From an optimization exercise on the open Yosys and OpenROAD flow, aimed at small area; shortcuts taken in it are not production practice. Where RTL was checked, it was by simulation tests only, not by an equivalence proof against the original.

## the baseline
// chess_top
module chess_top( MemOE, MemWR, RamCS, FlashCS, QuadSpiFlashCS,
		ClkPort,
		BtnL, BtnU, BtnD, BtnR, BtnC,
		Sw0,
		vga_hsync, vga_vsync,
		vga_r0, vga_r1, vga_r2,
		vga_g0, vga_g1, vga_g2,
		vga_b0, vga_b1,
		Ld0, Ld1, Ld2, Ld3, Ld4
	);
input		Sw0;
input		BtnL, BtnU, BtnD, BtnR, BtnC;
input		ClkPort;
output wire	MemOE, MemWR, RamCS, FlashCS, QuadSpiFlashCS;
assign MemOE = 1'b0;
assign MemWR = 1'b0;
assign RamCS = 1'b0;
assign FlashCS = 1'b0;
assign QuadSpiFlashCS = 1'b0;
output wire vga_hsync, vga_vsync;
output wire vga_r0, vga_r1, vga_r2;
output wire vga_g0, vga_g1, vga_g2;
output wire vga_b0, vga_b1;
output wire Ld0, Ld1, Ld2, Ld3, Ld4;
wire Reset = Sw0;
wire[2:0] vga_r;
wire[2:0] vga_g;
wire[1:0] vga_b;
assign vga_r0 = vga_r[2]; assign vga_r1 = vga_r[1]; assign vga_r2 = vga_r[0];
assign vga_g0 = vga_g[2]; assign vga_g1 = vga_g[1]; assign vga_g2 = vga_b[0];
assign vga_b0 = vga_b[1]; assign vga_b1 = vga_b[0];
wire BtnC_pulse, BtnU_pulse, BtnR_pulse, BtnL_pulse, BtnD_pulse;
input_debounce L_debounce(.CLK(ClkPort), .RESET(Reset), .Btn(BtnL), .Btn_pulse(BtnL_pulse));
input_debounce R_debounce(.CLK(ClkPort), .RESET(Reset), .Btn(BtnR), .Btn_pulse(BtnR_pulse));
input_debounce U_debounce(.CLK(ClkPort), .RESET(Reset), .Btn(BtnU), .Btn_pulse(BtnU_pulse));
input_debounce D_debounce(.CLK(ClkPort), .RESET(Reset), .Btn(BtnD), .Btn_pulse(BtnD_pulse));
input_debounce C_debounce(.CLK(ClkPort), .RESET(Reset), .Btn(BtnC), .Btn_pulse(BtnC_pulse));
function [3:0] init_piece;
	input [5:0] sq;
	reg [2:0] back;
	begin
		case (sq[2:0])
			3'd0, 3'd7: back = 3'd4;
			3'd1, 3'd6: back = 3'd2;
			3'd2, 3'd5: back = 3'd3;
			3'd3:       back = 3'd5;
			default:    back = 3'd6;
		endcase
		case (sq[5:3])
			3'd0: init_piece = {1'b1, back};
			3'd1: init_piece = 4'b1001;
			3'd6: init_piece = 4'b0001;
			3'd7: init_piece = {1'b0, back};
			default: init_piece = 4'b0000;
		endcase
	end
endfunction
wire [5:0] cursor_addr, selected_addr, dest_addr;
wire [3:0] sel_piece;
wire sel_empty;
wire [2:0] logic_state;
wire [3:0] cursor_contents;
reg ahead_empty;
wire player_is_black;
game_logic logic_module(
  ...
clock: 10.0 ns
lec_check: 0
cap_margin: 20
core_margin: 2
core_utilization: 60
cts_buf_list: sky130_fd_sc_hd__clkbuf_16
cts_cluster_diameter: 90
cts_cluster_size: 26
place_density: 0.75
slew_margin: 20
standard.sh (not shown) runs the stock make flow with config.mk's settings and CLKGATE_MAP_FILE= SYNTH_SCRIPT=/design/flow/synth_recipe.tcl, a recipe that flattens the netlist after the stock synthesis.
==> flow/flow/run.sh <==
#!/bin/bash
# Standard layout, with the port buffers made from the smallest buffer cell.
bash standard.sh BUFFER_PORTS_ARGS="-buffer_cell sky130_fd_sc_hd__buf_1" finish > standard.log 2>&1
#### Input delta (the candidate over the baseline)
--- a/flow/design.v
+++ b/flow/design.v
@@ -3,33 +3,33 @@
 input RESET;
 input Btn;
 output Btn_pulse;
 localparam [10:0] FIRST = 11'd117;      
 reg s;
 reg P;
-reg busy;                     
+reg idle;
 reg [10:0] C;
 assign Btn_pulse = P;
 wire last = (C[9] == 1'b0) && (C[7:0] == 8'b0011_0000);
 wire go   = (Btn ^ s) & ~P;            
-wire done = go & busy & last;         
+wire done = go & ~idle & last;         
 always @(posedge CLK, posedge RESET)
 begin
 	if (RESET) begin
 		s <= 1'b0;
 		P <= 1'b0;
-		busy <= 1'b0;
+		idle <= 1'b1;
 	end
 	else begin
 		if (done) s <= ~s;
 		P <= done & ~s;
-		busy <= go & ~done;
+		idle <= ~go | done;
 	end
 end
 always @(posedge CLK)
-	C <= busy ? {C[9:0], ~(C[10] ^ C[8])} : FIRST;
+	C <= idle ? FIRST : {C[9:0], ~(C[10] ^ C[8])};
 endmodule
 module hvsync_generator(clk, reset, vga_h_sync, vga_v_sync, xb, xu, xr5, yb, yu, yr5);
 input clk;
 input reset;
 output vga_h_sync, vga_v_sync;
 output reg [3:0] xb;
@@ -211,14 +211,13 @@
 input wire BtnL, BtnU, BtnR, BtnD, BtnC;
 input wire [3:0] cursor_contents;
 input wire cursor_stale;  
 input wire ahead_empty;   
 output reg [5:0] cursor_addr;
 output reg [5:0] selected_addr;
-output wire [3:0] sel_piece;   
-reg [2:0] sel_kind;
+output reg [3:0] sel_piece;
 output reg [5:0] dest_addr;
 output reg [2:0] state;
 output wire move_is_legal;
 localparam PIECE_NONE   = 3'b000;
 localparam PIECE_PAWN   = 3'b001;
 localparam PIECE_KNIGHT = 3'b010;
@@ -230,14 +229,13 @@
 localparam COLOR_BLACK  = 1;
 localparam INITIAL = 3'b000,
 	PIECE_SEL = 3'b001, PIECE_MOVE = 3'b010,
 	WRITE_NEW_PIECE = 3'b011, ERASE_OLD_PIECE = 3'b100;
 output reg player_to_move;
 output reg sel_empty;
-wire [2:0] sel_type = sel_empty ? PIECE_NONE : sel_kind;
-assign sel_piece = {(state == ERASE_OLD_PIECE) ? player_to_move : ~player_to_move, sel_kind};
+wire [2:0] sel_type = sel_empty ? PIECE_NONE : sel_piece[2:0];
 wire cur_own = (cursor_contents[3] == player_to_move) && (cursor_contents[2:0] != PIECE_NONE);
 always @(posedge CLK, posedge RESET) begin
 	if (RESET) begin
 		state <= INITIAL;
 		player_to_move <= COLOR_WHITE;
 		cursor_addr <= 6'b110_100;
@@ -265,19 +263,19 @@
 		else if (BtnD && cursor_addr[5:3] != 3'b111) cursor_addr[5:3] <= cursor_addr[5:3] + 3'd1;
 	end
 end
 always @(posedge CLK) begin
 	if (state == INITIAL) begin
 		selected_addr <= 6'd0;
-		sel_kind <= PIECE_ROOK;
+		sel_piece <= {1'b1, PIECE_ROOK};
 		sel_empty <= 1'b0;
 	end
 	else begin
 		if ((state == PIECE_SEL || state == PIECE_MOVE) && BtnC && cur_own) begin
 			selected_addr <= cursor_addr;
-			sel_kind <= cursor_contents[2:0];
+			sel_piece <= cursor_contents;
 			sel_empty <= 1'b0;
 		end
 		if (state == ERASE_OLD_PIECE) sel_empty <= 1'b1;
 	end
 	if (state == PIECE_MOVE) dest_addr <= cursor_addr;
 end
@@ -379,13 +377,13 @@
 wire [3:0] cursor_contents;
 reg ahead_empty;
 wire player_is_black;
 game_logic logic_module(
 	.CLK(ClkPort), .RESET(Reset),
 	.BtnL(BtnL_pulse), .BtnU(BtnU_pulse), .BtnR(BtnR_pulse), .BtnD(BtnD_pulse), .BtnC(BtnC_pulse),
-	.cursor_contents(cursor_contents), .cursor_stale(pend_dest && cursor_addr[3] == dest_addr[3] && cursor_addr[0] == dest_addr[0]),
+	.cursor_contents(cursor_contents), .cursor_stale(pend_dest && cursor_addr == dest_addr),
 	.ahead_empty(ahead_empty),
 	.cursor_addr(cursor_addr), .selected_addr(selected_addr),
 	.sel_piece(sel_piece), .sel_empty(sel_empty), .dest_addr(dest_addr),
 	.state(logic_state), .player_to_move(player_is_black), .move_is_legal(Ld4));
 assign { Ld3, Ld2, Ld1, Ld0 } = { 1'b0, logic_state };
 wire st_initial = (logic_state == 3'd0);
@@ -396,26 +394,24 @@
 reg init_pending;
 reg pend_dest;               
 wire [3:0] slot0  = ring[3:0];
 wire [3:0] slot32 = ring[131:128];
 wire absorb_dest = pend_dest && (phase == dest_addr);
 wire absorb_src  = sel_empty && (phase == selected_addr);
-wire phase_last = (phase[4:0] == 5'd16);
 reg [3:0] head_in;           
 always @(*) begin
 	if (init_pending) head_in = init_piece(phase);
 	else if (absorb_dest) head_in = sel_piece;
 	else if (absorb_src) head_in = 4'b0000;
 	else head_in = slot0;
 end
 always @(posedge ClkPort) begin
 	ring <= {head_in, ring[255:4]};
-	phase <= st_initial ? 6'd0 : {phase[5] ^ phase_last,
-	                              phase[3:0], phase[4] ^ phase[2] ^ (phase[3:0] == 4'd0)};
-	init_pending <= st_initial | (init_pending & ~(phase_last & phase[5]));
-	pend_dest <= st_write | (pend_dest & ~absorb_dest);
+	phase <= st_initial ? 6'd0 : phase + 6'd1;
+	init_pending <= st_initial | (init_pending & (phase != 6'd63));
+	pend_dest <= ~st_initial & (st_write | (pend_dest & ~absorb_dest));
 end
 function [1:0] mod3;
 	input [2:0] v;
 	case (v)
 		3'd0, 3'd3, 3'd6: mod3 = 2'd0;
 		3'd1, 3'd4, 3'd7: mod3 = 2'd1;
--- outcome ---
The candidate finished all stages; the layout is clean. The higher area of the placeable core came out of the candidate. The candidate vs. the baseline: area overhead of the layout relative to synthesis roughly the same, detailed-route via count higher. Looking at maximum frequency across the candidate and the baseline, the one that comes out lower is the baseline. Against the baseline as the reference, the candidate delivers a higher xor/xnor share of the synthesized area. As far as overall track demand over capacity in global routing is concerned, the candidate and the baseline perform about the same. The candidate vs. the baseline: detailed-route DRC error count saw little to no change; final period utilization saw a decrease. Number of synthesized register bits across the candidate and the baseline: no real change. Taking the baseline as the reference point, the critical path depth of the candidate rises by 1. Fraction of final layout cells with drive strength greater than 1: the candidate and the baseline compared, higher one is the candidate. Worst hold slack across the candidate and the baseline: no real change.
No functional check of the RTL was part of the baseline.

========
Another version of the RTL of chess_top (not shown whole).
Size in the first run: roughly 1200 cells after synthesis, ~430 flip-flops, roughly 27 I/O pins, ~14000 um2 of cells after synthesis.
// chess_top
module chess_top( MemOE, MemWR, RamCS, FlashCS, QuadSpiFlashCS,
		ClkPort,
		BtnL, BtnU, BtnD, BtnR, BtnC,
		Sw0,
		vga_hsync, vga_vsync,
		vga_r0, vga_r1, vga_r2,
		vga_g0, vga_g1, vga_g2,
		vga_b0, vga_b1,
		Ld0, Ld1, Ld2, Ld3, Ld4
	);
==> flow/config.mk <==
export PLATFORM = sky130hd
export DESIGN_NAME = chess_top
export DESIGN_NICKNAME = chess_top
export VERILOG_FILES = /design/flow/design.v
export SDC_FILE = /design/flow/constraint.sdc
export NUM_CORES = 8
export LEC_CHECK = 0
export CAP_MARGIN = 20
export CORE_MARGIN = 2
export CORE_UTILIZATION = 60
export CTS_BUF_LIST = sky130_fd_sc_hd__clkbuf_16
export CTS_CLUSTER_DIAMETER = 90
export CTS_CLUSTER_SIZE = 26
export PLACE_DENSITY = 0.75
export SLEW_MARGIN = 20
==> flow/constraint.sdc <==
create_clock -name core_clock -period 10.0 [get_ports {ClkPort}]
set_input_delay 2.0000 -clock core_clock [delete_from_list [all_inputs] [get_ports {ClkPort}]]
set_output_delay 2.0000 -clock core_clock [all_outputs]
set_load 0.01 [all_outputs]
Scripts as last shown in full above: flow/flow/run.sh
The baseline completed with no timing, DRC or antenna violations.
Next try:
--- a/flow/design.v
+++ b/flow/design.v
@@ -1,38 +1,38 @@
 module input_debounce(CLK, RESET, Btn, Btn_pulse);
 input CLK;
 input RESET;
 input Btn;
 output Btn_pulse;
 localparam [10:0] FIRST = 11'd117;      
 reg s;
 reg P;
-reg busy;                     
+reg idle;
 reg [10:0] C;
 assign Btn_pulse = P;
 wire last = (C[9] == 1'b0) && (C[7:0] == 8'b0011_0000);
 wire go   = (Btn ^ s) & ~P;            
-wire done = go & busy & last;         
+wire done = go & ~idle & last;         
 always @(posedge CLK, posedge RESET)
 begin
 	if (RESET) begin
 		s <= 1'b0;
 		P <= 1'b0;
-		busy <= 1'b0;
+		idle <= 1'b1;
 	end
 	else begin
 		if (done) s <= ~s;
 		P <= done & ~s;
-		busy <= go & ~done;
+		idle <= ~go | done;
 	end
 end
 always @(posedge CLK)
-	C <= busy ? {C[9:0], ~(C[10] ^ C[8])} : FIRST;
+	C <= idle ? FIRST : {C[9:0], ~(C[10] ^ C[8])};
 endmodule
 module hvsync_generator(clk, reset, vga_h_sync, vga_v_sync, xb, xu, xr5, yb, yu, yr5);
 input clk;
 input reset;
 output vga_h_sync, vga_v_sync;
 output reg [3:0] xb;
 output reg [3:0] xu;
 output wire xr5;
 output reg [3:0] yb;
@@ -391,32 +391,30 @@
 wire st_erase   = (logic_state == 3'd4);
 reg [255:0] ring;            
 reg [5:0] phase;             
 reg init_pending;
 reg pend_dest;               
 wire [3:0] slot0  = ring[3:0];
 wire [3:0] slot32 = ring[131:128];
 wire absorb_dest = pend_dest && (phase == dest_addr);
 wire absorb_src  = sel_empty && (phase == selected_addr);
-wire phase_last = (phase[4:0] == 5'd16);
 reg [3:0] head_in;           
 always @(*) begin
 	if (init_pending) head_in = init_piece(phase);
 	else if (absorb_dest) head_in = sel_piece;
 	else if (absorb_src) head_in = 4'b0000;
 	else head_in = slot0;
 end
 always @(posedge ClkPort) begin
 	ring <= {head_in, ring[255:4]};
-	phase <= st_initial ? 6'd0 : {phase[5] ^ phase_last,
-	                              phase[3:0], phase[4] ^ phase[2] ^ (phase[3:0] == 4'd0)};
-	init_pending <= st_initial | (init_pending & ~(phase_last & phase[5]));
-	pend_dest <= st_write | (pend_dest & ~absorb_dest);
+	phase <= st_initial ? 6'd0 : phase + 6'd1;
+	init_pending <= st_initial | (init_pending & (phase != 6'd63));
+	pend_dest <= ~st_initial & (st_write | (pend_dest & ~absorb_dest));
 end
 function [1:0] mod3;
 	input [2:0] v;
 	case (v)
 		3'd0, 3'd3, 3'd6: mod3 = 2'd0;
 		3'd1, 3'd4, 3'd7: mod3 = 2'd1;
 		default:          mod3 = 2'd2;
 	endcase
 endfunction
What happened:
- count of clock-buffer cells in the layout is unchanged
- global-route usage goes up by 0.55 points
- routed wire length goes up by 4.4%
- worst setup slack improves by 0.28 ns
- worst hold slack improves by 0.0032 ns
- core utilization goes down by 0.75 points
- final area goes up by 1.2%
No run of this note included a check of the RTL's function; only the layout flow was run.

port drivers added, routing unchanged:
In the flow no input, the clock included, has a driving cell. The finished layouts below were timed again as built, in two steps. Step 1, drivers: a clkbuf_16 drives ClkPort and a buf_2 each remaining input, both assumed. Step 2, shift: input delay + t, output delay - t, t = (earliest + latest rising clock arrival at the registers) / 2. This alone moves slack from input paths to output paths. Slacks: ideal / step 1 / step 2; pairs: ideal / step 1.
run | shift t [ns] | slack for setup (ns) | hold WS [ns] | latest minus earliest clock arrival (ns)
the baseline | 0.587 | 2.558 / 2.509 / 3.095 | 0.312 / 0.312 / 0.312 | 0.024 / 0.023
the candidate | 0.576 | 2.652 / 2.604 / 3.180 | 0.313 / 0.313 / 0.313 | 0.027 / 0.026
the first run of note 2 | 0.573 | 2.657 / 2.611 / 3.184 | 0.317 / 0.317 / 0.317 | 0.021 / 0.022
the second run of note 2 | 0.574 | 2.937 / 2.890 / 3.464 | 0.320 / 0.320 / 0.320 | 0.022 / 0.022
After both steps every run listed still meets setup and hold.
